Source: an optimization exercise on an open RTL-to-GDS flow (aim: small area). Production flows keep margins and buffers that such runs may drop. Function was checked by simulation only, so behaviour that the tests miss may differ from the original. No activity file was given, so power comes from the tool's default toggle rates.

the baseline:
==> module cmd_proc, before the edit <==
module cmd_proc(clk,rst_n,BMPL_n,BMPR_n,go,err_opn_lp,line_present,buzz,RX);
input clk,rst_n,BMPL_n,BMPR_n,RX,line_present;
output logic go;
output logic buzz;
output logic [10:0] err_opn_lp;
reg [12:0] baud_cnt;
reg [3:0] bit_cnt;
reg [7:0] rx_data;
reg RX_meta, RX_stable, RX_prev;
reg rx_busy;
reg rx_rdy;
wire rx_start = ~rx_busy & ~RX_stable & RX_prev;
wire rx_shift = &baud_cnt;
wire rx_done = rx_busy & (bit_cnt == 4'h9);
always_ff @(posedge clk) begin
	RX_meta <= RX;
	RX_stable <= RX_meta;
	RX_prev <= RX_stable;
end
localparam [12:0] BAUD_SEED = 13'h1475;
always_ff @(posedge clk)
	if (rx_start | rx_shift)
		baud_cnt <= BAUD_SEED;
	else
		baud_cnt <= {baud_cnt[11:0], baud_cnt[12] ^ baud_cnt[11] ^ baud_cnt[10] ^ baud_cnt[7]};
always_ff @(posedge clk)
	if (rx_start)
		bit_cnt <= 4'h0;
	else if (rx_shift)
		bit_cnt <= {bit_cnt[3] ^ (&bit_cnt[2:0]), bit_cnt[2] ^ (&bit_cnt[1:0]), bit_cnt[1] ^ bit_cnt[0], ~bit_cnt[0]};
always_ff @(posedge clk)
	if (rx_shift & ~bit_cnt[3])
		rx_data <= {RX_stable, rx_data[7:1]};
always_ff @(posedge clk, negedge rst_n)
	if (!rst_n)
		rx_busy <= 1'b0;
	else if (rx_start)
		rx_busy <= 1'b1;
	else if (rx_done)
		rx_busy <= 1'b0;
always_ff @(posedge clk)
	rx_rdy <= rx_done;
reg [15:0] cmd;
reg byte2;
reg cmd_rdy;
logic cap_cmd;
always_ff @(posedge clk)
	if (rx_rdy)
		cmd <= {cmd[7:0], rx_data};
always_ff @(posedge clk, negedge rst_n)
	if (!rst_n)
		byte2 <= 1'b0;
	else if (rx_rdy)
		byte2 <= ~byte2;
always_ff @(posedge clk, negedge rst_n)
	if (!rst_n)
		cmd_rdy <= 1'b0;
	else if (cap_cmd)
		cmd_rdy <= 1'b0;
	else if (rx_rdy & byte2)
		cmd_rdy <= 1'b1;
localparam [2:0] IDLE = 3'd0, READY = 3'd1, VEER = 3'd2, LP1 = 3'd3, LP2 = 3'd4, RST_LP = 3'd5, BUZZ = 3'd6;
reg [2:0] state;
reg [15:0] cmd_shft_reg;
reg last_veer_right;
reg [20:0] tmr;
reg [14:0] buzz_cntr;
logic nxt_cmd, en_buzz, rst_tmr;
logic [2:0] next_state;
wire bump = ~BMPL_n | ~BMPR_n;
localparam [20:0] TMR_SEED1 = 21'h1530aa;
localparam [20:0] TMR_SEED2 = 21'h155400;
wire tmr_done = &tmr;
wire REV_tmr1 = tmr_done;
wire REV_tmr2 = tmr_done;
wire csr_hold = ~cap_cmd & ~nxt_cmd;
wire csr_shft = ~cap_cmd & nxt_cmd;
always_ff @(posedge clk)
	cmd_shft_reg <= ({16{cap_cmd}} & cmd) | ({16{csr_shft}} & {2'b00, cmd_shft_reg[15:2]}) | ({16{csr_hold}} & cmd_shft_reg);
always_ff @(posedge clk, negedge rst_n)
	if (!rst_n)
		last_veer_right <= 1'b0;
	else if (nxt_cmd)
		last_veer_right <= cmd_shft_reg[0];
always_ff @(posedge clk)
	if (rst_tmr)
		tmr <= (state == LP1) ? TMR_SEED2 : TMR_SEED1;
	else
		tmr <= {tmr[19:0], tmr[20] ^ tmr[18]};
wire [14:0] buzz_c, buzz_nxt;
assign buzz_c[0] = en_buzz;
assign buzz_nxt[0] = buzz_cntr[0] ^ en_buzz;
genvar gi;
generate
	for (gi = 1; gi < 15; gi = gi + 1) begin : bz
		assign buzz_c[gi] = buzz_c[gi-1] & buzz_cntr[gi-1];
		assign buzz_nxt[gi] = buzz_cntr[gi] ^ buzz_c[gi];
	end
endgenerate
always_ff @(posedge clk, negedge rst_n)
	if (!rst_n)
		buzz_cntr <= 15'h0000;
	else
		buzz_cntr <= buzz_nxt;
assign buzz = buzz_cntr[14];
always_ff @(posedge clk, negedge rst_n)
	if (!rst_n)
		state <= IDLE;
	else
		state <= next_state;
always_comb begin
	next_state = state;
	nxt_cmd = 0;
	cap_cmd = 0;
	err_opn_lp = 11'h000;
	go = 0;
	rst_tmr = 0;
	en_buzz = 0;
	case (state)
	IDLE: if (cmd_rdy && line_present) begin
			next_state = READY;
			cap_cmd = 1;
			go = 1;
		end
	READY: begin
		rst_tmr = 1;
		if (line_present) begin
			if (bump) begin
				en_buzz = 1;
				next_state = BUZZ;
			end else
				go = 1;
		end else if (cmd_shft_reg[1:0] == 2'b11)
			next_state = LP1;
		else if (|cmd_shft_reg[1:0]) begin
			go = 1;
			next_state = VEER;
		end else
			next_state = IDLE;
	end
	VEER: begin
		go = 1;
		err_opn_lp = cmd_shft_reg[0] ? 11'h340 : 11'h4c0;
		if (line_present) begin
			nxt_cmd = 1;
			next_state = READY;
		end
	end
	LP1: if (!REV_tmr1) begin
			go = 1;
			err_opn_lp = last_veer_right ? 11'h1e0 : 11'h620;
		end else begin
			rst_tmr = 1;
			next_state = LP2;
		end
	LP2: begin
		go = 1;
		if (!REV_tmr2)
			err_opn_lp = last_veer_right ? 11'h480 : 11'h380;
		else
			next_state = RST_LP;
	end
	RST_LP: begin
		go = 1;
		if (line_present) begin
			nxt_cmd = 1;
			next_state = READY;
		end
	end
	BUZZ: if (bump)
			en_buzz = 1;
		else
			next_state = READY;
	default: next_state = IDLE;
	endcase
end
endmodule
Settings: LEC_CHECK=0, ABC_AREA=1, CAP_MARGIN=10, CORE_MARGIN=2, CORE_UTILIZATION=40, PLACE_DENSITY=0.6, SLEW_MARGIN=10; clock period 10.0 ns.
standard.sh (not shown) runs the stock make flow with config.mk's settings and CLKGATE_MAP_FILE= SYNTH_SCRIPT=/design/flow/synth_recipe.tcl, a recipe that flattens the netlist after the stock synthesis.
==> flow/flow/run.sh <==
#!/bin/bash
# Layout flow: the standard ORFS flow, with these changes:
#  - synthesis: Yosys's synth skips its early "abc -fast" (-noabc), so the adders
#    written out in the RTL reach extract_fa intact, and the final ABC mapping uses
#    an area-oriented script (flow/abc_area.script). Registers are untouched by both.
#  - ports are buffered with sky130_fd_sc_hd__buf_1
#  - after synthesis, adder cells with an unused output are swapped for the smaller
#    cell of the same function on the used output (flow/shrink_adders.py)
#  - clock tree synthesis uses clusters of up to 30 sinks and inserts no dummy loads
set -euo pipefail
W=$(pwd)
rm -rf "$W/scripts_area"
cp -r "$FLOW_HOME/scripts" "$W/scripts_area"
cp "$W/flow/abc_area.script" "$W/scripts_area/abc_area.script"
sed 's/yosys synth -nofsm -noshare {\*}\$args/yosys synth -nofsm -noshare -noabc {*}$args/' \
  "$W/synth_recipe.tcl" > "$W/synth_recipe_noabc.tcl"
grep -q -- '-nofsm -noshare -noabc' "$W/synth_recipe_noabc.tcl"
RES="$W/orfs/results/sky130hd/MazeRunner/base"
ARGS=(
  SCRIPTS_DIR="$W/scripts_area"
  SYNTH_SCRIPT="$W/synth_recipe_noabc.tcl"
  "BUFFER_PORTS_ARGS=-buffer_cell sky130_fd_sc_hd__buf_1"
  "CTS_ARGS=-sink_clustering_enable -repair_clock_nets -sink_clustering_size 30 -sink_clustering_max_diameter 100 -buf_list sky130_fd_sc_hd__clkbuf_16 -dont_use_dummy_load"
)
bash standard.sh "${ARGS[@]}" "$RES/1_2_yosys.v" > synth_make.log 2>&1
cp "$RES/1_2_yosys.v" "$W/1_2_yosys_before_shrink.v.txt"
python3 "$W/flow/shrink_adders.py" "$RES/1_2_yosys.v" > shrink_adders.log 2>&1
bash standard.sh "${ARGS[@]}" finish > flow_make.log 2>&1
Other scripts of this flow, unchanged in this note and not shown: flow/flow/abc_area.script, flow/flow/shrink_adders.py
What the candidate does differently from the baseline at the input level:
--- a/flow/design.v
+++ b/flow/design.v
@@ -324,12 +324,13 @@
 localparam [20:0] TMR_SEED2 = 21'h155400;
 wire tmr_done = &tmr;
 wire REV_tmr1 = tmr_done;
 wire REV_tmr2 = tmr_done;
-wire csr_hold = ~cap_cmd & ~nxt_cmd;
-wire csr_shft = ~cap_cmd & nxt_cmd;
 always_ff @(posedge clk)
-	cmd_shft_reg <= ({16{cap_cmd}} & cmd) | ({16{csr_shft}} & {2'b00, cmd_shft_reg[15:2]}) | ({16{csr_hold}} & cmd_shft_reg);
+	if (cap_cmd)
+		cmd_shft_reg <= cmd;
+	else if (nxt_cmd)
+		cmd_shft_reg <= {2'b00, cmd_shft_reg[15:2]};
 always_ff @(posedge clk, negedge rst_n)
 	if (!rst_n)
 		last_veer_right <= 1'b0;
 	else if (nxt_cmd)
### Flow results
On met1 demand-to-capacity share in global routing, the candidate tracks the baseline almost exactly.
Comparing the two runs side by side, the candidate comes out ahead of the baseline on final worst slack.
Est. power | the candidate vs the baseline | the candidate higher
Clock power share was lower in the candidate than in the baseline.
When the candidate is measured against the baseline, its combinational group share of total power turns out 26 points higher.
Comparing the baseline with the candidate, the die span in y came out essentially unchanged.
The candidate | status: complete | timing, DRC, antenna: pass
